Context: an optimization exercise on an open-source flow, tuned for small area. The choices shown serve that exercise and are no tape-out recipe. Function was checked by simulation only, so behaviour that the tests miss may differ from the original. No activity file was given, so power comes from the tool's default toggle rates.

[design.v]
`timescale 1ns/1ps
`default_nettype none
module top #(
  parameter integer CLK_FREQ_HZ            = 20_000,
  parameter         BUTTONS_ACTIVE_LOW      = 1,
  parameter         TESTMODE_ACTIVE_LOW     = 0,
  parameter         LED_ENABLE_ACTIVE_LOW    = 0,
  parameter integer DEBOUNCE_TIME_MS               = 5,
  parameter integer RUN_TIME_NORMAL_S         = 30,
  parameter integer RUN_TIME_TEST_S           = 3,
  parameter integer DIV_TIMER_TOGGLE       = CLK_FREQ_HZ/2,
  parameter integer DIV_LED_TOGGLE      = CLK_FREQ_HZ/2,
  parameter integer DIV_HEARTBEAT_TOGGLE       = CLK_FREQ_HZ/4
)(
  input  wire clk,
  input  wire rst,    
  input  wire I1, I2, I3, I4, I5,
  output reg  led,
  output reg  O1, O2, O3, O4, O5
);
  reg start_s0, start_s1_n, stop_s0, stop_s1_n, rst_s0, rst_s1_n;
  reg test_s0_n, test_s1, leden_s0_n, leden_s1;
  always @(posedge clk) begin
    start_s0   <= ~rst & ~I1;
    stop_s0    <= ~rst & ~I2;
    rst_s0     <= ~rst & ~I3;
    start_s1_n <= rst | ~start_s0;
    stop_s1_n  <= rst | ~stop_s0;
    rst_s1_n   <= rst | ~rst_s0;
    test_s0_n  <= rst | ~I4;
    leden_s0_n <= rst | ~I5;
    test_s1    <= ~rst & ~test_s0_n;
    leden_s1   <= ~rst & ~leden_s0_n;
  end
  reg [6:0] db_st, db_sp, db_rs;
  reg st_state, sp_state, rs_state;
  reg st_state_d, sp_state_d, rs_state_d;
  wire st_lvl = ~start_s1_n, sp_lvl = ~stop_s1_n, rs_lvl = ~rst_s1_n;
  wire st_term = (~db_st[0] & db_st[1] & ~db_st[2] & db_st[3] & db_st[5]);
  wire sp_term = (~db_sp[0] & db_sp[1] & ~db_sp[2] & db_sp[3] & db_sp[5]);
  wire rs_term = (~db_rs[0] & db_rs[1] & ~db_rs[2] & db_rs[3] & db_rs[5]);
  always @(posedge clk) begin
    db_st <= (rst | (st_lvl == st_state) | st_term) ? 7'h0 : {~db_st[5:0], db_st[6] ^ db_st[0]};
    db_sp <= (rst | (sp_lvl == sp_state) | sp_term) ? 7'h0 : {~db_sp[5:0], db_sp[6] ^ db_sp[0]};
    db_rs <= (rst | (rs_lvl == rs_state) | rs_term) ? 7'h0 : {~db_rs[5:0], db_rs[6] ^ db_rs[0]};
    st_state <= ~rst & (st_term ? st_lvl : st_state);
    sp_state <= ~rst & (sp_term ? sp_lvl : sp_state);
    rs_state <= ~rst & (rs_term ? rs_lvl : rs_state);
    st_state_d <= ~rst & st_state;
    sp_state_d <= ~rst & sp_state;
    rs_state_d <= ~rst & rs_state;
  end
  wire start_rise = st_state & ~st_state_d;
  wire stop_rise  = sp_state & ~sp_state_d;
  wire rst_rise   = rs_state & ~rs_state_d;
  reg m1, m2;
  reg timeup, past;    
  reg [19:0] tcnt;
  wire on = m1 | m2;
  wire kill = rst | rst_rise | (on & stop_rise);
  wire wrap = (~tcnt[1] & tcnt[2] & tcnt[3] & ~tcnt[4] & ~tcnt[5] & ~tcnt[6] & ~tcnt[7] & ~tcnt[9] & tcnt[10] & ~tcnt[11] & ~tcnt[13] & tcnt[14] & ~tcnt[15] & ~tcnt[16] & ~tcnt[17] & tcnt[18] & ~tcnt[19]) | (test_s1 & past);
  wire tclr = rst | ~on | wrap;
  always @(posedge clk) begin
    m1 <= ~kill & ((~on & start_rise) | (m1 & ~timeup) | (m2 & timeup));
    m2 <= ~kill & ((m2 & ~timeup) | (m1 & timeup));
    tcnt <= tclr ? 20'hb65da : {~tcnt[18:0], tcnt[19] ^ tcnt[16]};
    timeup <= ~rst & on & wrap;
    past <= ~tclr & (past | (tcnt[0] & ~tcnt[1] & ~tcnt[4] & tcnt[6] & tcnt[7] & ~tcnt[8] & tcnt[9] & tcnt[10] & ~tcnt[13] & ~tcnt[16] & tcnt[17] & tcnt[18]));
  end
  always @* begin
    O1 = m1;
    O2 = m2;
    O4 = on;
  end
  reg [13:0] div_o3, div_led;
  reg [12:0] div_o5;
  wire o3_term  = (div_o3[0] & div_o3[2] & div_o3[4] & div_o3[6] & div_o3[8] & ~div_o3[9] & div_o3[10] & ~div_o3[11] & div_o3[12] & ~div_o3[13]);
  wire led_term = (div_led[0] & div_led[2] & div_led[4] & div_led[6] & div_led[8] & ~div_led[9] & div_led[10] & ~div_led[11] & div_led[12] & ~div_led[13]);
  wire o5_term  = (div_o5[0] & ~div_o5[1] & div_o5[4] & ~div_o5[5] & div_o5[6] & div_o5[7] & div_o5[8] & ~div_o5[9] & div_o5[10]);
  always @(posedge clk) begin
    div_o3  <= (rst | ~on | o3_term) ? 14'hf50 : {~div_o3[12:0], div_o3[13] ^ div_o3[12]};
    O3      <= ~rst & on & (O3 ^ o3_term);
    div_led <= (rst | ~leden_s1 | led_term) ? 14'hf50 : {~div_led[12:0], div_led[13] ^ div_led[12]};
    led     <= ~rst & leden_s1 & (led ^ led_term);
    div_o5  <= (rst | o5_term) ? 13'h1848 : {~div_o5[11:0], div_o5[12] ^ div_o5[3]};
    O5      <= ~rst & (O5 ^ o5_term);
  end
endmodule
`default_nettype wire
[run.sh]
#!/bin/bash
# synth_recipe.tcl (not shown) runs the flow's synth.tcl, then flattens the netlist and writes it again
# the make line also repeats each setting of config.mk as NAME=value (left out here)
make -C /OpenROAD-flow-scripts/flow DESIGN_CONFIG=/design/flow/config.mk WORK_HOME=/design/flow/orfs CLKGATE_MAP_FILE= SYNTH_SCRIPT=/design/flow/synth_recipe.tcl finish
[config.mk]
export PLATFORM = sky130hd
export DESIGN_NAME = top
export DESIGN_NICKNAME = top
export VERILOG_FILES = /design/flow/design.v
export SDC_FILE = /design/flow/constraint.sdc
export NUM_CORES = 4
export LEC_CHECK = 0
export CAP_MARGIN = 20
export CORE_MARGIN = 2
export CORE_UTILIZATION = 40
export SLEW_MARGIN = 20
[constraint.sdc]
create_clock -name core_clock -period 10.0 [get_ports {clk}]
set_input_delay 2.0000 -clock core_clock [delete_from_list [all_inputs] [get_ports {clk}]]
set_output_delay 2.0000 -clock core_clock [all_outputs]
set_load 0.01 [all_outputs]
==> results_dict.tcl, run 1 <==
set metrics [dict create \
    synth_compound_area_share_pct 4.01 \
    clk_latency_ps 350 \
    worst_pin_slew_ps 740 \
    grt_use_total_pct 11.5 \
    drcViolationCount 0 \
    io_pins 13 \
    yosysWarnings 1 \
    routed_wl_um 4270 \
    synth-edff-count 0 \
    most-common-layout-cells "105 x dfxtp_1, 61 x nor2_1, 28 x nand2_1, 12 x clkdlybuf4s50_1, 11 x nor2b_1" \
    chipWidth_um 91.5 \
    nets 302 \
    status "finished clean" \
    hold_violations 0 \
    antenna_found_initial 0 \
    num_vias 1782 \
    hp-class "register to register" \
    cp.required_ps 10290 \
    synth_seq_cells 105 \
    place_congestion 0.745 \
    worstPathArrival_ps 3910 \
    grt_max_degree 32 \
    hold_buffers 0 \
    cts_tree "built" \
    overflow 0 \
    synthMuxAreaShare_pct 0.654 \
    synthAdderAreaFrac_pct 0 \
    max-cap-violations 0 \
    firstDrtPassIters 4 \
    dr.max_layer_used "met4" \
    diodes 0 \
    clk_pin_slew_ps 80 \
    synth_nets 284 \
    crit_fanout 31 \
    yosysUniqueCellTypes 36 \
    cp_cell_sequence "clkdlybuf4s50_1 > buf_4 > o21bai_1 > a21o_1 > a21oi_2 > nor2b_1" \
    asyncSetResetFlopFracSynth_pct 0 \
    synth_flop_cell "dfxtp_1" \
    crit_path_top_delay_cell "a21oi_2" \
    drive_gt1_share_pct 6.69 \
    finalSetupViolCount 0 \
    slew-limit-headroom_pct 50.7 \
    grt_pass1_vias 1777 \
    rsz0062_at_grt "no" \
    fin_tns_setup_ps 0 \
    grt_pass1_wl_um 7590 \
    route.met3.wl_um 148 \
    total_leakage_power_nw 1.31 \
    cp-end-kind "register" \
    power_density_mw_per_mm2 204 \
    cts_resized 0 \
    min_period_ps 3620 \
    antenna_left 0 \
    h-tree-depth 3 \
    dp_hpwl_um 2870 \
    slew_viol_final 0 \
    peakVddDrop_mv 0.143 \
    avgViaCountPerCell 4.48 \
    seq_area_frac_synth_pct 68.7 \
    synthXorXnorAreaFrac_pct 3.72 \
    max_stage_delay_ps 550 \
    drt_iter0_drc 77 \
    setup_slack_ps 6380 \
    synth_top_family_by_area "simple AND/OR/NAND/NOR gates" \
    clockBufferDepth 2 \
    cts_buffers 9 \
    wl_met1_um 2170 \
    wl_per_cell_um 10.7 \
    die_area_mm2 0.00836 \
    skew_ps 9.55 \
    core_mm2 0.00733 \
    period_share_pct 36.2 \
    syn_inst 277 \
    n_fill_cell 691 \
    synthSimpleGateAreaFrac_pct 21.6 \
    critPathLaunchType "primary input" \
    row_count 31 \
    clock.fmax_ghz 0.276 \
    cts_setup_buffers 0 \
    die_y_um 91.5 \
    final_common_cell "dfxtp_1" \
    wl_met2_um 1870 \
    final_util_pct 47.6 \
    crit_type "primary input to register" \
    preCtsSetupSlack_ps 5990 \
    power_mw 0.711 \
    start_util_pct 41.7 \
    area_growth_pct 13.9 \
    cts.sinks 105 \
    cts-root-buf "clkbuf_8" \
    synth.avg_cell_area_um2 11.0 \
    io_buffers 12 \
    syn_area_mm2 0.00306 \
]
[stage by stage]
stage / hold WS [ps] / cells / instance area, um2
finish: 363 / 398 / 3490
global route: 384 / 398 / 3490
CTS: 368 / 398 / 3490
detailed placement: 350 / 383 / 3280
global placement: 345 / 383 / 3280
floorplan: 343 / 277 / 3060
[critical path, delay by kind of cell]
| kind | cells | cell delay [ps] |
|---|---|---|
| compound gates | 3 | 1070 |
| buf+inv | 2 | 610 |
| simple gates | 1 | 210 |
[synth_stat cells, types with 2 or more instances]
| cell type | n | area (um2) |
|---|---|---|
| nor4b_1 | 2 | 17.5 |
| inv_1 | 2 | 7.51 |
| dfxtp_1 | 105 | 2100 |
| or2_2 | 2 | 12.5 |
| xor2_1 | 4 | 35.0 |
| xnor2_1 | 9 | 78.8 |
| nor2b_1 | 11 | 68.8 |
| nand4b_1 | 2 | 17.5 |
| nand2b_1 | 9 | 56.3 |
| a311oi_1 | 3 | 26.3 |
| nor3_1 | 2 | 10.0 |
| a21oi_1 | 5 | 25.0 |
| a211o_1 | 3 | 26.3 |
| clkbuf_1 | 4 | 15.0 |
| nand4_1 | 2 | 12.5 |
| nor4bb_1 | 3 | 30.0 |
| nand2_1 | 28 | 105 |
| mux2i_1 | 2 | 20.0 |
| nor2_1 | 61 | 229 |
| nand3b_1 | 2 | 15.0 |
[cell families after synthesis]
| logic type | count (synthesis) |
|---|---|
| xor gates and xnor gates | 13 |
| DFF | 105 |
| AOI/OAI and AO/OA | 17 |
| muxes | 2 |
| and+or+nand+nor | 132 |
| buffers and inverters | 8 |
[where the power goes]
part,internal [mW],leakage [nW],switching [mW]
sequential,0.426,0.855,0.00359
clock,0.140,0.107,0.130
combinational,0.00628,0.346,0.00559
total,0.572,1.31,0.139
[path summary, 6_finish.rpt]
| kind | from | end | slack (ps) | cells after the start |
|---|---|---|---|---|
| setup / recovery | rst | tcnt[11] | 6380 | 6 |
| hold / removal | tcnt[12] | tcnt[13] | 360 | 1 |
| setup reg to reg | tcnt[18] | tcnt[12] | 8210 | 4 |
| hold reg to reg | tcnt[12] | tcnt[13] | 360 | 1 |
[registers in the layout (all words and copies together) (netlist names), 7 cells and up]
name and flops:
tcnt 20, div_o3 14, db_sp 7, db_st 7, div_led 14, db_rs 7, div_o5 13
[area by class of cell]
cell class	count	area, um2	area share [%]
Tap cell	99	124	3.55
Inverter	2	7.51	0.215
Clock buffer	10	128	3.66
Multi-Input combinational cell	164	918	26.3
Clock inverter	5	78.8	2.26
Sequential cell	105	2100	60.3
Timing Repair Buffer	13	128	3.66
[routing by layer]
metal  global-route usage (%)  vias to the layer above
li1                         -                      933
met1                     13.1                      819
met2                     18.8                       22
met3                     4.32                        8
met4                     6.06                        0
met5                        0                        -
==> run 2, diff against run 1 <==
--- a/config.mk
+++ b/config.mk
@@ -8,4 +8,6 @@
 export CAP_MARGIN = 20
 export CORE_MARGIN = 2
 export CORE_UTILIZATION = 40
+export CTS_BUF_LIST = sky130_fd_sc_hd__clkbuf_8
+export CTS_CLUSTER_SIZE = 40
 export SLEW_MARGIN = 20
==> run 2 against run 1 <==
Synthesized area unchanged. Setup slack worse by 1.3 ps. Still clean. Sequential share of layout area unchanged. Synthesized cell count unchanged. Clock power barely moved. Total power is 0.15% lower. Via count barely moved. Worst hold slack about the same.
==> results_dict.tcl, run 2 <==
set metrics [dict create \
    hold_violations 0 \
    grt_pass1_wl_um 7590 \
    die_y_um 91.5 \
    cts_tree "built" \
    syn_inst 277 \
    slew_viol_final 0 \
    min_period_ps 3620 \
    drive_gt1_share_pct 6.69 \
    core_mm2 0.00733 \
    h-tree-depth 3 \
    cp.required_ps 10290 \
    grt_max_degree 32 \
    synth_area_leaders "dfxtp_1 69%, nor2_1 7.5%, nand2_1 3.4%" \
    status "finished clean" \
    yosys.area.top_type "dfxtp_1" \
    yosysWarnings 1 \
    preCtsSetupSlack_ps 5990 \
    avgViaCountPerCell 4.48 \
    clockBufferDepth 2 \
    most-common-layout-cells "105 x dfxtp_1, 61 x nor2_1, 28 x nand2_1, 12 x clkdlybuf4s50_1, 11 x nor2b_1" \
    hold_ws_ps 363 \
    setup_slack_ps 6380 \
    cts_buffers 9 \
    drcViolationCount 0 \
    syn_area_mm2 0.00306 \
    drt_iter0_drc 75 \
    synth_flop_cell "dfxtp_1" \
    rsz0062_at_grt "no" \
    max-cap-violations 0 \
    clk_latency_ps 350 \
    sw_frac_of_total_pct 19.6 \
    cts_setup_buffers 0 \
    crit_path_top_delay_cell "a21oi_2" \
    critPathLaunchType "primary input" \
    n_fill_cell 691 \
    synth-edff-count 0 \
    io_buffers 12 \
    nets 302 \
    synth_commonest_cells "105 x dfxtp_1, 61 x nor2_1, 28 x nand2_1" \
    max_stage_delay_ps 550 \
    yosysUniqueCellTypes 36 \
    skew_ps 9.56 \
    worst_pin_slew_ps 740 \
    dp_hpwl_um 2870 \
    synth.avg_cell_area_um2 11.0 \
    asyncSetResetFlopFracSynth_pct 0 \
    firstDrtPassIters 4 \
    grt_pass1_vias 1776 \
    num_vias 1783 \
    area_growth_pct 13.9 \
    cp_cell_sequence "clkdlybuf4s50_1 > buf_4 > o21bai_1 > a21o_1 > a21oi_2 > nor2b_1" \
    cp-end-kind "register" \
    synth_nets 284 \
    power.switching_mw 0.139 \
    antenna_left 0 \
    synth_most_common_cell "dfxtp_1" \
    power_density_mw_per_mm2 204 \
    cts-root-buf "clkbuf_8" \
    grt_use_total_pct 11.5 \
    largest_register_ffs 20 \
    antenna_found_initial 0 \
    hold_buffers 0 \
    wl_per_cell_um 10.7 \
    reg_top3 "tcnt x20, div_led x14, div_o3 x14" \
    io_pins 13 \
    finalSetupViolCount 0 \
    total_leakage_power_nw 1.31 \
    final_common_cell "dfxtp_1" \
    power_mw 0.710 \
    slew-limit-headroom_pct 50.6 \
    diodes 0 \
    p_int_mw 0.571 \
    die_area_mm2 0.00836 \
    synth_top_area_share_pct 68.7 \
    fin_tns_setup_ps 0 \
    period_share_pct 36.2 \
    cts.sinks 105 \
    synth_seq_cells 105 \
    worstPathArrival_ps 3910 \
    seq_power_share_pct 60.5 \
    clk_pin_slew_ps 80 \
    hp-class "register to register" \
    crit_fanout 31 \
    peakVddDrop_mv 0.143 \
    clock.fmax_ghz 0.276 \
    place_congestion 0.745 \
    seq_area_frac_synth_pct 68.7 \
    cts_resized 0 \
    top_register "tcnt" \
    clockPowerShare_pct 37.8 \
    routed_wl_um 4270 \
    start_util_pct 41.7 \
    cpLargestDelayFamily "compound AO/OA/AOI/OAI gates" \
    crit_type "primary input to register" \
    comb_power_share_pct 1.7 \
    path_buf_inv 2 \
    chipWidth_um 91.5 \
    row_count 31 \
    overflow 0 \
]
-- run 2: area by class of cell --
cell class | count | area [um2] | area share, %
clock buffers | 9 | 124 | 3.55
flip-flops and latches | 105 | 2100 | 60.3
repair buffers | 13 | 128 | 3.66
well taps | 99 | 124 | 3.55
inverters | 2 | 7.51 | 0.215
clock inverters | 6 | 82.6 | 2.37
multi-input cells | 164 | 918 | 26.3
-- run 2: path summary, 6_finish.rpt --
path | start | cells past startpoint | end | slack, ps
worst max-delay path | rst | 6 | tcnt[11] | 6380
worst min-delay path | tcnt[12] | 1 | tcnt[13] | 360
worst max register to register | tcnt[18] | 4 | tcnt[12] | 8210
worst min register to register | tcnt[12] | 1 | tcnt[13] | 360
-- run 2: cell families after synthesis --
kind of cell | after synthesis | synth area share, %
AOI/OAI and AO/OA | 17 | 4.01
muxes | 2 | 0.654
DFF | 105 | 68.7
xor gates and xnor gates | 13 | 3.72
and+or+nand+nor | 132 | 21.6
buffers and inverters | 8 | 1.27
-- run 2: power groups by stage --
stage / Sequential [mW] / Combinational (mW) / Clock, mW
floorplan: 0.438 / 0.00807 / 0
global placement: 0.439 / 0.0119 / 0
detailed placement: 0.439 / 0.0122 / 0
CTS: 0.430 / 0.0122 / 0.280
global route: 0.431 / 0.0136 / 0.294
finish: 0.429 / 0.0119 / 0.268
-- run 2: layer usage --
metal,GRT usage [%],vias up,share of wire [%]
li1,-,933,-
met1,13.1,822,51
met2,18.8,20,44
met3,4.32,8,3.4
met4,6.06,0,2.0
met5,0,-,0
-- run 2: per-stage QoR --
stage	util [%]	instance area [um2]	cells
3_5_place_dp	44.7	3280	383
3_3_place_gp	44.7	3280	383
6_report	47.6	3490	398
2_1_floorplan	-	3060	277
4_1_cts	47.6	3490	398
5_1_grt	47.6	3490	398
==> run 3, diff against run 2 <==
==> flow/run.sh (new file) <==
#!/bin/bash
# Standard layout, with small port buffers and a clock tree without dummy loads.
set -euo pipefail
bash standard.sh "BUFFER_PORTS_ARGS=-buffer_cell sky130_fd_sc_hd__buf_1" "CTS_ARGS=-sink_clustering_enable -repair_clock_nets -dont_use_dummy_load" finish > flow_make.log 2>&1
==> standard.sh (new file) <==
#!/bin/bash
# synth_recipe.tcl (not shown) runs the flow's synth.tcl, then flattens the netlist and writes it again
# the make line also repeats each setting of config.mk as NAME=value (left out here)
make -C /OpenROAD-flow-scripts/flow DESIGN_CONFIG=/design/flow/config.mk WORK_HOME=/design/flow/orfs CLKGATE_MAP_FILE= SYNTH_SCRIPT=/design/flow/synth_recipe.tcl "${@:-finish}"
--- a/config.mk
+++ b/config.mk
@@ -8,6 +8,4 @@
 export CAP_MARGIN = 20
 export CORE_MARGIN = 2
 export CORE_UTILIZATION = 40
-export CTS_BUF_LIST = sky130_fd_sc_hd__clkbuf_8
-export CTS_CLUSTER_SIZE = 40
 export SLEW_MARGIN = 20
removed: run.sh
==> run 3 against run 2 <==
Cell count fell by 1.5%. Clock skew rose by 24 ps. Setup slack gained 310 ps. Count of clock-buffer cells in the layout unchanged. Routed wire length shrank 0.16%. Flip-flop and latch count unchanged. Largest power group unchanged. Fmax up 9.3%. Non-clock buffer count unchanged. Global-route usage decreased by 0.052 points. Critical endpoint is now tcnt[12]. Combinational power decreased by 12%. Total power decreased by 10%.
==> results_dict.tcl, run 3 <==
set metrics [dict create \
    status "finished clean" \
    finalSetupViolCount 0 \
    fin_tns_setup_ps 0 \
    peakVddDrop_mv 0.0867 \
    wl_per_cell_um 10.9 \
    cp.required_ps 10260 \
    cts_resized 0 \
    clk_pin_slew_ps 70 \
    max-cap-violations 0 \
    cts_setup_buffers 0 \
    n_fill_cell 719 \
    synth.avg_cell_area_um2 11.0 \
    worstPathArrival_ps 3570 \
    crit_type "primary input to register" \
    cp-end-kind "register" \
    syn_inst 277 \
    antenna_left 0 \
    asyncSetResetFlopFracSynth_pct 0 \
    rsz0062_at_grt "no" \
    clock.fmax_ghz 0.302 \
    power_density_mw_per_mm2 191 \
    r2r_cells 4 \
    antenna_found_initial 0 \
    synth_flop_cell "dfxtp_1" \
    hold_violations 0 \
    avgViaCountPerCell 4.50 \
    chipWidth_um 91.5 \
    row_count 31 \
    grt_pass1_vias 1691 \
    yosysUniqueCellTypes 36 \
    firstDrtPassIters 4 \
    most-common-layout-cells "105 x dfxtp_1, 61 x nor2_1, 28 x nand2_1, 12 x buf_1, 11 x nor2b_1" \
    crit_path_top_delay_cell "a21oi_2" \
    die_y_um 91.5 \
    slew-limit-headroom_pct 52.0 \
    slew_viol_final 0 \
    syn_area_mm2 0.00306 \
    total_leakage_power_nw 1.24 \
    io_pins 13 \
    dp.cells 383 \
    grt_max_degree 32 \
    crit_end "tcnt[12]" \
    dp_hpwl_um 2850 \
    grt_pass1_wl_um 7650 \
    critPathLaunchType "primary input" \
    num_vias 1765 \
    hold_buffers 0 \
    clk_latency_ps 350 \
    final_cell_count_no_fill 392 \
    hp-class "register to register" \
    cts_buffers 9 \
    power_mw 0.636 \
    cts.sinks 105 \
    worst_pin_slew_ps 719 \
    clockBufferDepth 2 \
    rr_startpoint "tcnt[18]" \
    core_mm2 0.00733 \
    reg_top3 "tcnt x20, div_led x14, div_o3 x14" \
    drive_gt1_share_pct 5.12 \
    largest_register_ffs 20 \
    yosys.area.top_type "dfxtp_1" \
    synth_seq_cells 105 \
    reg2reg_slack_ps 8210 \
    drcViolationCount 0 \
    die_area_mm2 0.00836 \
    min_period_ps 3310 \
    routed_wl_um 4260 \
    place_congestion 0.724 \
    grt_use_total_pct 11.5 \
    setup_slack_ps 6690 \
    cts_tree "built" \
    startpoint "rst" \
    diodes 0 \
    final_common_cell "dfxtp_1" \
    max_stage_delay_ps 530 \
    top_register "tcnt" \
    overflow 0 \
    synth_most_common_cell "dfxtp_1" \
    cts-root-buf "clkbuf_8" \
    crit_fanout 31 \
    io_buffers 12 \
    start_util_pct 41.7 \
    period_share_pct 33.1 \
    rr_endpoint "tcnt[12]" \
    synth_nets 284 \
    preCtsSetupSlack_ps 6320 \
    h-tree-depth 3 \
    yosysWarnings 1 \
    synth_commonest_cells "105 x dfxtp_1, 61 x nor2_1, 28 x nand2_1" \
    fin_area_mm2 0.00333 \
    skew_ps 34.0 \
    area_growth_pct 8.79 \
    nets 302 \
    synth-edff-count 0 \
    cp_cell_sequence "buf_1 > buf_4 > o21bai_1 > a21o_1 > a21oi_2 > nor2b_1" \
    synth_top_area_share_pct 68.7 \
    seq_area_frac_synth_pct 68.7 \
    drt_iter0_drc 58 \
    synth_area_leaders "dfxtp_1 69%, nor2_1 7.5%, nand2_1 3.4%" \
    postPlaceCellArea_mm2 0.00320 \
]
run 3: area by class of cell:
class / instances / area (um2) / share of cell area [%]
Clock buffer: 9 / 124 / 3.72
Inverter: 2 / 7.51 / 0.226
Multi-Input combinational cell: 164 / 918 / 27.6
Sequential cell: 105 / 2100 / 63.2
Tap cell: 99 / 124 / 3.72
Timing Repair Buffer: 13 / 52.6 / 1.58
run 3: worst max-delay path: cells and delay by family:
family | cells | cell delay, ps
AOI/OAI and AO/OA | 3 | 1070
buffers and inverters | 2 | 280
and+or+nand+nor | 1 | 210
run 3: per-stage QoR:
| step | hold slack [ps] | util (%) |
|---|---|---|
| after detailed placement | 349 | 43.7 |
| after floorplan | 343 | - |
| after CTS | 361 | 45.4 |
| final | 353 | 45.4 |
| after global routing | 367 | 45.4 |
| after global placement | 345 | 43.7 |
run 3: cells by family after synthesis:
kind of cell	Yosys count	synth area share (%)
DFF	105	68.7
xor gates and xnor gates	13	3.72
and+or+nand+nor	132	21.6
AOI/OAI and AO/OA	17	4.01
buffers and inverters	8	1.27
muxes	2	0.654
run 3: worst min-delay path by stage:
stage / startpoint / end / slack, ps / cells past startpoint
2_1_floorplan: div_led[3] / div_led[4] / 340 / 1
3_3_place_gp: div_o3[3] / div_o3[4] / 350 / 1
3_5_place_dp: div_o3[5] / div_o3[6] / 350 / 1
4_1_cts: tcnt[12] / tcnt[13] / 360 / 1
5_1_grt: tcnt[12] / tcnt[13] / 370 / 1
6_report: tcnt[12] / tcnt[13] / 350 / 1
run 3: per-layer routing:
metal / global-route usage (%) / share of wire (%) / up-vias
li1: - / - / 930
met1: 14.8 / 52 / 813
met2: 16.8 / 42 / 16
met3: 4.56 / 3.7 / 6
met4: 5.30 / 1.6 / 0
met5: 0 / 0 / -
run 3: report_power, final:
group          total (mW)  leakage, nW  switching (mW)  internal, mW
registers           0.430        0.855         0.00355         0.426
clock network       0.196       0.0647           0.115        0.0810
logic              0.0105        0.316         0.00571       0.00478
==> run 4, diff against run 3 <==
--- a/config.mk
+++ b/config.mk
@@ -7,5 +7,5 @@
 export LEC_CHECK = 0
 export CAP_MARGIN = 20
 export CORE_MARGIN = 2
-export CORE_UTILIZATION = 40
+export CORE_UTILIZATION = 60
 export SLEW_MARGIN = 20
==> run 4 against run 3 <==
Die area shrank 32%. Non-clock buffer count unchanged. Cell count decreased by 8.2%. Combinational power is essentially flat. Worst hold slack got worse by 0.89 ps. Global-route usage is 5.1 points higher. Setup slack improved by 8.8 ps. Largest cell class unchanged. Synthesized cell count stayed put. Still clean on timing, DRC and antenna.
==> results_dict.tcl, run 4 <==
set metrics [dict create \
    status "finished clean" \
    cts_resized 0 \
    wl_per_cell_um 11.7 \
    drive_gt1_share_pct 5.12 \
    setup_slack_ps 6690 \
    postPlaceCellArea_mm2 0.00316 \
    n_fill_cell 405 \
    cts-root-buf "clkbuf_8" \
    h-tree-depth 3 \
    power_density_mw_per_mm2 194 \
    peakVddDrop_mv 0.118 \
    finalSetupViolCount 0 \
    grt_use_total_pct 16.6 \
    worstPathArrival_ps 3590 \
    hold_buffers 0 \
    drcViolationCount 0 \
    core_mm2 0.00482 \
    fin_area_mm2 0.00329 \
    grt_pass1_vias 1547 \
    synth_nets 284 \
    clk_latency_ps 350 \
    r2r_cells 4 \
    largest_register_ffs 20 \
    hold-path-endpoint "div_led[4]" \
    fin_tns_setup_ps 0 \
    firstDrtPassIters 4 \
    cts_buffers 9 \
    hp-class "register to register" \
    final_common_cell "dfxtp_1" \
    die_y_um 75.4 \
    worst_pin_slew_ps 730 \
    synth_most_common_cell "dfxtp_1" \
    reg_top3 "tcnt x20, div_led x14, div_o3 x14" \
    slew_viol_final 0 \
    crit_type "primary input to register" \
    synth_compound_area_share_pct 4.01 \
    io_pins 13 \
    synth_seq_cells 105 \
    seqCellArea_mm2 0.00210 \
    synth_top_family_by_area "simple AND/OR/NAND/NOR gates" \
    cp-end-kind "register" \
    avgViaCountPerCell 4.86 \
    total_leakage_power_nw 1.24 \
    synth_top_area_share_pct 68.7 \
    min_period_ps 3310 \
    cts_tree "built" \
    top_register "tcnt" \
    grt_max_degree 32 \
    io_buffers 12 \
    rsz0062_at_grt "no" \
    row_count 25 \
    cts.sinks 105 \
    yosys.area.top_type "dfxtp_1" \
    overflow 0 \
    power_mw 0.637 \
    critPathLaunchType "primary input" \
    start_util_pct 63.5 \
    hold_ws_ps 352 \
    area_growth_pct 7.48 \
    synth_commonest_cells "105 x dfxtp_1, 61 x nor2_1, 28 x nand2_1" \
    clock.fmax_ghz 0.302 \
    hold_violations 0 \
    num_vias 1749 \
    synthSimpleGateAreaFrac_pct 21.6 \
    max-cap-violations 0 \
    synth_flop_cell "dfxtp_1" \
    syn_inst 277 \
    synthXorXnorAreaFrac_pct 3.72 \
    yosysWarnings 1 \
    clockBufferDepth 2 \
    hold_depth 1 \
    dp_hpwl_um 2820 \
    routed_wl_um 4200 \
    synthAdderAreaFrac_pct 0 \
    clk_pin_slew_ps 80 \
    place_congestion 0.721 \
    nets 302 \
    synth.avg_cell_area_um2 11.0 \
    skew_ps 16.1 \
    cp.required_ps 10280 \
    grt_pass1_wl_um 6800 \
    preCtsSetupSlack_ps 6300 \
    yosysUniqueCellTypes 36 \
    synth-edff-count 0 \
    syn_area_mm2 0.00306 \
    rr_endpoint "tcnt[18]" \
    asyncSetResetFlopFracSynth_pct 0 \
    crit_fanout 31 \
    antenna_left 0 \
    antenna_found_initial 0 \
    chipWidth_um 75.4 \
    rr_startpoint "tcnt[4]" \
    die_area_mm2 0.00569 \
    synth_area_leaders "dfxtp_1 69%, nor2_1 7.5%, nand2_1 3.4%" \
    diodes 0 \
    most-common-layout-cells "105 x dfxtp_1, 61 x nor2_1, 28 x nand2_1, 12 x buf_1, 11 x nor2b_1" \
    min_from "div_led[3]" \
    seq_area_frac_synth_pct 68.7 \
    period_share_pct 33.1 \
    cts_setup_buffers 0 \
    reg2reg_slack_ps 8230 \
    synthMuxAreaShare_pct 0.654 \
    multiInputGateArea_um2 918 \
    slew-limit-headroom_pct 51.3 \
    drt_iter0_drc 54 \
]
run 4: cell counts after synthesis:
No cell type changed its count.
run 4: final cells by class:
type / instances / share of cell area, %
Tap cell: 67 / 2.55
Multi-Input combinational cell: 164 / 27.9
Sequential cell: 105 / 63.9
Inverter: 2 / 0.228
Clock buffer: 9 / 3.77
Timing Repair Buffer: 13 / 1.60
run 4: critical path, stage by stage:
cell and delay (ps):
buf_1 80, buf_4 220, o21bai_1 300, a21o_1 220, a21oi_2 540, nor2b_1 230
run 4: how the worst max path moves through the flow:
stage | startpoint | end | slack, ps | cells past startpoint
floorplan | rst | tcnt[17] | 7080 | 5
global placement | rst | tcnt[0] | 6370 | 6
detailed placement | rst | tcnt[15] | 6300 | 6
CTS | rst | tcnt[15] | 6690 | 6
global route | rst | tcnt[15] | 6530 | 6
finish | rst | tcnt[15] | 6690 | 6
run 4: power by group:
group	internal, mW	switching [mW]	total (mW)
Sequential	0.426	0.00368	0.430
Clock	0.0809	0.116	0.197
Combinational	0.00478	0.00580	0.0106
Total	0.512	0.126	0.637
run 4: logic make-up (layout without fill, tap and decap cells):
kind of cell | count (synthesis) | count (layout)
flops | 105 | 105
buf+inv | 8 | 24
compound gates | 17 | 17
mux | 2 | 2
xor+xnor | 13 | 13
simple gates | 132 | 132
run 4: layer usage:
metal	vias up	share of wire, %	GRT usage (%)
li1	929	-	-
met1	794	52	21.7
met2	20	43	23.1
met3	6	3.9	8.99
met4	0	1.4	6.43
met5	-	0	0
run 4: per-stage QoR:
step | util (%) | std cells
3_3_place_gp | 65.7 | 351
2_1_floorplan | - | 277
5_1_grt | 68.3 | 360
3_5_place_dp | 65.7 | 351
6_report | 68.3 | 360
4_1_cts | 68.3 | 360
==> run 5, diff against run 4 <==
--- a/config.mk
+++ b/config.mk
@@ -7,5 +7,6 @@
 export LEC_CHECK = 0
 export CAP_MARGIN = 20
 export CORE_MARGIN = 2
-export CORE_UTILIZATION = 60
+export CORE_UTILIZATION = 75
+export PLACE_DENSITY = 0.85
 export SLEW_MARGIN = 20
==> run 5 against run 4 <==
Still clean. Combinational power about the same. Register-to-register slack worse by 60 ps. Via count up 1.1%. Worst hold slack better by 13 ps.
==> results_dict.tcl, run 5 <==
set metrics [dict create \
    h-tree-depth 3 \
    synthAdderAreaFrac_pct 0 \
    io_pins 13 \
    reg_top3 "tcnt x20, div_led x14, div_o3 x14" \
    drcViolationCount 0 \
    crit_fanout 31 \
    hold_buffers 0 \
    antenna_found_initial 0 \
    hold_ws_ps 365 \
    crit_type "primary input to register" \
    final_common_cell "dfxtp_1" \
    p_int_mw 0.512 \
    synth_most_common_cell "dfxtp_1" \
    hold_violations 0 \
    overflow 0 \
    cts_setup_buffers 0 \
    skew_ps 25.5 \
    cp-end-kind "register" \
    synthSimpleGateAreaFrac_pct 21.6 \
    grt_pass1_vias 1650 \
    worst_pin_slew_ps 716 \
    max-cap-violations 0 \
    synth-edff-count 0 \
    drt_iter0_drc 53 \
    syn_inst 277 \
    routed_wl_um 4300 \
    yosys.area.top_type "dfxtp_1" \
    power_density_mw_per_mm2 195 \
    sw_frac_of_total_pct 19.5 \
    drive_gt1_share_pct 5.12 \
    critPathLaunchType "primary input" \
    antenna_left 0 \
    num_vias 1769 \
    io_buffers 12 \
    clockPowerShare_pct 30.7 \
    seq_area_frac_synth_pct 68.7 \
    cts.sinks 105 \
    cts_resized 0 \
    avgViaCountPerCell 5.16 \
    diodes 0 \
    synth_nets 284 \
    clk_pin_slew_ps 60 \
    synth_compound_area_share_pct 4.01 \
    fin_tns_setup_ps 0 \
    core_mm2 0.00397 \
    worstPathArrival_ps 3560 \
    comb_power_share_pct 1.7 \
    cp.required_ps 10270 \
    chipWidth_um 67.9 \
    finalSetupViolCount 0 \
    synth_flop_cell "dfxtp_1" \
    hp-class "register to register" \
    clk_latency_ps 360 \
    synth_area_leaders "dfxtp_1 69%, nor2_1 7.5%, nand2_1 3.4%" \
    slew_viol_final 0 \
    grt_pass1_wl_um 7120 \
    largest_register_ffs 20 \
    dp_hpwl_um 2850 \
    die_y_um 67.9 \
    fin_area_mm2 0.00327 \
    asyncSetResetFlopFracSynth_pct 0 \
    synthMuxAreaShare_pct 0.654 \
    row_count 23 \
    wl_per_cell_um 12.5 \
    place_congestion 0.767 \
    power.switching_mw 0.124 \
    yosysUniqueCellTypes 36 \
    slew-limit-headroom_pct 52.2 \
    nets 302 \
    total_leakage_power_nw 1.24 \
    synth_seq_cells 105 \
    syn_area_mm2 0.00306 \
    synthXorXnorAreaFrac_pct 3.72 \
    die_area_mm2 0.00461 \
    seq_power_share_pct 67.7 \
    clockBufferDepth 2 \
    synth_top_area_share_pct 68.7 \
    synth_top_family_by_area "simple AND/OR/NAND/NOR gates" \
    yosysWarnings 1 \
    period_share_pct 32.9 \
    area_growth_pct 6.79 \
    cts-root-buf "clkbuf_8" \
    top_register "tcnt" \
    cts_tree "built" \
    cts_buffers 9 \
    most-common-layout-cells "105 x dfxtp_1, 61 x nor2_1, 28 x nand2_1, 12 x buf_1, 11 x nor2b_1" \
    status "finished clean" \
    peakVddDrop_mv 0.168 \
    clock.fmax_ghz 0.304 \
    grt_max_degree 32 \
    rsz0062_at_grt "no" \
    min_period_ps 3290 \
    postPlaceCellArea_mm2 0.00314 \
    firstDrtPassIters 4 \
    synth.avg_cell_area_um2 11.0 \
    synth_commonest_cells "105 x dfxtp_1, 61 x nor2_1, 28 x nand2_1" \
    grt_use_total_pct 21.6 \
    start_util_pct 77.0 \
]
==> run 5: cell counts after synthesis <==
No cell type changed its count.
==> run 5: worst paths after layout <==
check,endpoint,slack (ps),startpoint,cells after the start
setup / recovery,past,6710,rst,6
setup reg to reg,past,8170,tcnt[4],4
hold / removal,div_led[8],370,div_led[7],1
hold reg to reg,div_led[8],370,div_led[7],1
==> run 5: cell families (layout without fill, tap and decap cells) <==
family | after synthesis | after routing
xor gates and xnor gates | 13 | 13
and+or+nand+nor | 132 | 132
muxes | 2 | 2
AOI/OAI and AO/OA | 17 | 17
DFF | 105 | 105
buffers and inverters | 8 | 24
==> run 5: critical path: stages <==
cell	delay, ps
buf_1	70
buf_4	210
o21bai_1	310
a21o_1	220
a21oi_2	530
nor2b_1	210
==> run 5: layout make-up <==
type	instances	area, um2
Clock buffer	9	124
Fill cell	256	704
Inverter	2	7.51
Multi-Input combinational cell	164	918
Sequential cell	105	2100
Tap cell	50	62.6
Timing Repair Buffer	13	52.6
==> run 5: metrics by stage <==
stage / setup slack, ps / util [%] / cells / power (mW)
2_1_floorplan: 7080 / - / 277 / 0.446
3_3_place_gp: 6390 / 79.1 / 334 / 0.449
3_5_place_dp: 6330 / 79.1 / 334 / 0.450
4_1_cts: 6690 / 82.3 / 343 / 0.641
5_1_grt: 6560 / 82.3 / 343 / 0.658
6_report: 6710 / 82.3 / 343 / 0.635
==> run 5: power by group through the flow <==
stage,sequential (mW),combinational [mW],clock (mW)
after floorplan,0.438,0.00807,0
after global placement,0.439,0.0102,0
after detailed placement,0.440,0.0106,0
after CTS,0.430,0.0109,0.200
after global routing,0.431,0.0123,0.215
final,0.430,0.0106,0.195
==> run 5: routing by layer <==
metal,GRT usage [%],vias up,wire length (um)
li1,-,937,-
met1,27.4,804,2190
met2,32.7,23,1890
met3,10.0,5,174
met4,7.50,0,46
met5,0,-,0
==> run 6, diff against run 5 <==
==> flow/run.sh (replaced) <==
#!/bin/bash
# Standard layout, with small port buffers and a clock tree without dummy loads.
set -euo pipefail
bash standard.sh "BUFFER_PORTS_ARGS=-buffer_cell sky130_fd_sc_hd__buf_1" "CTS_ARGS=-sink_clustering_enable -repair_clock_nets -dont_use_dummy_load -sink_clustering_size 35 -sink_clustering_max_diameter 60 -buf_list sky130_fd_sc_hd__clkbuf_8" finish > flow_make.log 2>&1
--- a/config.mk
+++ b/config.mk
@@ -7,6 +7,5 @@
 export LEC_CHECK = 0
 export CAP_MARGIN = 20
 export CORE_MARGIN = 2
-export CORE_UTILIZATION = 75
-export PLACE_DENSITY = 0.85
+export CORE_UTILIZATION = 40
 export SLEW_MARGIN = 20
==> run 6 against run 5 <==
Still clean. Critical path depth stayed put. Total power hardly changed. Fmax fell by 0.86%. Synthesized area did not move. Die area grew 82%. Via count down 0.23%. Count of clock-buffer cells in the layout unchanged. Non-clock buffer count unchanged. Routed wire length fell by 0.91%. Combinational power hardly changed. Global-route usage is 10 points lower. Largest cell class unchanged.
==> results_dict.tcl, run 6 <==
set metrics [dict create \
    critPathLaunchType "primary input" \
    place_congestion 0.724 \
    drt_iter0_drc 58 \
    slew-limit-headroom_pct 52.0 \
    hold_violations 0 \
    row_count 31 \
    synth_seq_cells 105 \
    synth_top_area_share_pct 68.7 \
    synth_compound_area_share_pct 4.01 \
    synth-edff-count 0 \
    dp_hpwl_um 2850 \
    cts.sinks 105 \
    rsz0062_at_grt "no" \
    min_period_ps 3310 \
    min_from "tcnt[12]" \
    comb_power_share_pct 1.6 \
    synth_area_leaders "dfxtp_1 69%, nor2_1 7.5%, nand2_1 3.4%" \
    sw_frac_of_total_pct 19.5 \
    overflow 0 \
    synthXorXnorAreaFrac_pct 3.72 \
    diodes 0 \
    cp.required_ps 10260 \
    routed_wl_um 4260 \
    preCtsSetupSlack_ps 6320 \
    start_util_pct 41.7 \
    slew_viol_final 0 \
    p_int_mw 0.512 \
    cts_buffers 9 \
    chipWidth_um 91.5 \
    clockBufferDepth 2 \
    r2r_cells 4 \
    antenna_left 0 \
    synthAdderAreaFrac_pct 0 \
    synthSimpleGateAreaFrac_pct 21.6 \
    yosysWarnings 1 \
    syn_inst 277 \
    io_buffers 12 \
    largest_register_ffs 20 \
    fin_tns_setup_ps 0 \
    wl_per_cell_um 10.9 \
    crit_type "primary input to register" \
    cts_setup_buffers 0 \
    nets 302 \
    max_stage_delay_ps 530 \
    seq_power_share_pct 67.6 \
    grt_pass1_vias 1691 \
    crit_path_top_delay_cell "a21oi_2" \
    worstPathArrival_ps 3570 \
    hold_buffers 0 \
    grt_pass1_wl_um 7650 \
    total_leakage_power_nw 1.24 \
    status "finished clean" \
    cts_resized 0 \
    peakVddDrop_mv 0.0867 \
    rr_endpoint "tcnt[12]" \
    power.switching_mw 0.124 \
    cts_tree "built" \
    synth_commonest_cells "105 x dfxtp_1, 61 x nor2_1, 28 x nand2_1" \
    crit_fanout 31 \
    synth_nets 284 \
    cp-end-kind "register" \
    avgViaCountPerCell 4.50 \
    worst_pin_slew_ps 719 \
    power_density_mw_per_mm2 191 \
    synth_flop_cell "dfxtp_1" \
    grt_use_total_pct 11.5 \
    max-cap-violations 0 \
    synth.avg_cell_area_um2 11.0 \
    firstDrtPassIters 4 \
    clock.fmax_ghz 0.302 \
    synth_top_family_by_area "simple AND/OR/NAND/NOR gates" \
    reg_top3 "tcnt x20, div_led x14, div_o3 x14" \
    asyncSetResetFlopFracSynth_pct 0 \
    clk_pin_slew_ps 70 \
    yosysUniqueCellTypes 36 \
    most-common-layout-cells "105 x dfxtp_1, 61 x nor2_1, 28 x nand2_1, 12 x buf_1, 11 x nor2b_1" \
    core_mm2 0.00733 \
    yosys.area.top_type "dfxtp_1" \
    seq_area_frac_synth_pct 68.7 \
    synthMuxAreaShare_pct 0.654 \
    worst-path-stages 6 \
    power_mw 0.636 \
    clockPowerShare_pct 30.8 \
    hp-class "register to register" \
    path_buf_inv 2 \
    cts-root-buf "clkbuf_8" \
    drive_gt1_share_pct 5.12 \
    rr_startpoint "tcnt[18]" \
    reg2reg_slack_ps 8210 \
    cp_cell_sequence "buf_1 > buf_4 > o21bai_1 > a21o_1 > a21oi_2 > nor2b_1" \
    num_vias 1765 \
    die_y_um 91.5 \
    startpoint "rst" \
    synth_most_common_cell "dfxtp_1" \
    syn_area_mm2 0.00306 \
    area_growth_pct 8.79 \
    top_register "tcnt" \
    skew_ps 34.0 \
    h-tree-depth 3 \
    hold-path-endpoint "tcnt[13]" \
    final_common_cell "dfxtp_1" \
    drcViolationCount 0 \
    io_pins 13 \
    cpLargestDelayFamily "compound AO/OA/AOI/OAI gates" \
    antenna_found_initial 0 \
    setup_slack_ps 6690 \
    finalSetupViolCount 0 \
    die_area_mm2 0.00836 \
    period_share_pct 33.1 \
    grt_max_degree 32 \
    clk_latency_ps 350 \
    hold_depth 1 \
]
## run 6: kinds of logic after synthesis
kind of cell | Yosys count
flops | 105
xor+xnor | 13
compound gates | 17
mux | 2
buf+inv | 8
simple gates | 132
## run 6: power by group through the flow
stage / Clock [mW] / Combinational [mW] / Sequential [mW]
2_1_floorplan: 0 / 0.00807 / 0.438
3_3_place_gp: 0 / 0.0106 / 0.439
3_5_place_dp: 0 / 0.0109 / 0.439
4_1_cts: 0.207 / 0.0108 / 0.429
5_1_grt: 0.222 / 0.0123 / 0.430
6_report: 0.196 / 0.0105 / 0.430
## run 6: final cells by class
| type | instances | area (um2) |
|---|---|---|
| multi-input combinational | 164 | 918 |
| fill | 719 | 4000 |
| inverter | 2 | 7.51 |
| clock buffer | 9 | 124 |
| tap | 99 | 124 |
| sequential | 105 | 2100 |
| timing repair buffer | 13 | 52.6 |
## run 6: worst reg2reg max path: cells and delay by family, from the launching register on
family	cells	cell delay, ps
compound gates	1	280
flops	1	340
simple gates	3	1020
## run 6: through the flow
step / cells / utilization [%] / hold WS (ps) / instance area (um2)
6_report: 392 / 45.4 / 353 / 3330
5_1_grt: 392 / 45.4 / 367 / 3330
4_1_cts: 392 / 45.4 / 361 / 3330
3_5_place_dp: 383 / 43.7 / 349 / 3200
3_3_place_gp: 383 / 43.7 / 345 / 3200
2_1_floorplan: 277 / - / 343 / 3060
## run 6: worst max-delay path by stage
stage	endpoint	slack, ps
after global routing	tcnt[12]	6500
after global placement	tcnt[0]	6350
after floorplan	tcnt[17]	7080
after detailed placement	tcnt[2]	6320
after CTS	tcnt[12]	6680
final	tcnt[12]	6690
## run 6: metal layers
layer / up-vias / global-route usage, % / routed length [um]
met5: - / 0 / 0
li1: 930 / - / -
met1: 813 / 14.8 / 2230
met4: 0 / 5.30 / 70
met3: 6 / 4.56 / 158
met2: 16 / 16.8 / 1800

==> static timing again, ports no longer ideal <==
Ports are ideal in the flow. The routed layouts listed here were re-timed in OpenROAD.
Step 1 assumes that a clkbuf_16 drives the clock port and a buf_2 every other input.
Step 2, shift: input delay + t, output delay - t, t = (earliest + latest rising clock arrival at the registers) / 2. This alone moves slack from input paths to output paths.
a / b / c = ideal ports / drivers / drivers and shift; a / b = the first two.
run | t, ns | slack for setup (ns) | worst setup path at the end | worst data-port slew with drivers (ns) | cell pins on the clock port's net
run 1 | 0.377 | 6.378 / 6.385 / 6.008 | input to register | 0.04 | 1
run 2 | 0.376 | 6.377 / 6.383 / 6.007 | input to register | 0.04 | 1
run 3 | 0.368 | 6.685 / 6.695 / 6.326 | input to register | 0.04 | 1
run 4 | 0.368 | 6.694 / 6.702 / 6.334 | input to register | 0.03 | 1
run 5 | 0.371 | 6.713 / 6.718 / 6.347 | input to register | 0.03 | 1
run 6 | 0.368 | 6.685 / 6.695 / 6.326 | input to register | 0.04 | 1
After both steps setup and hold are still met in every run listed.
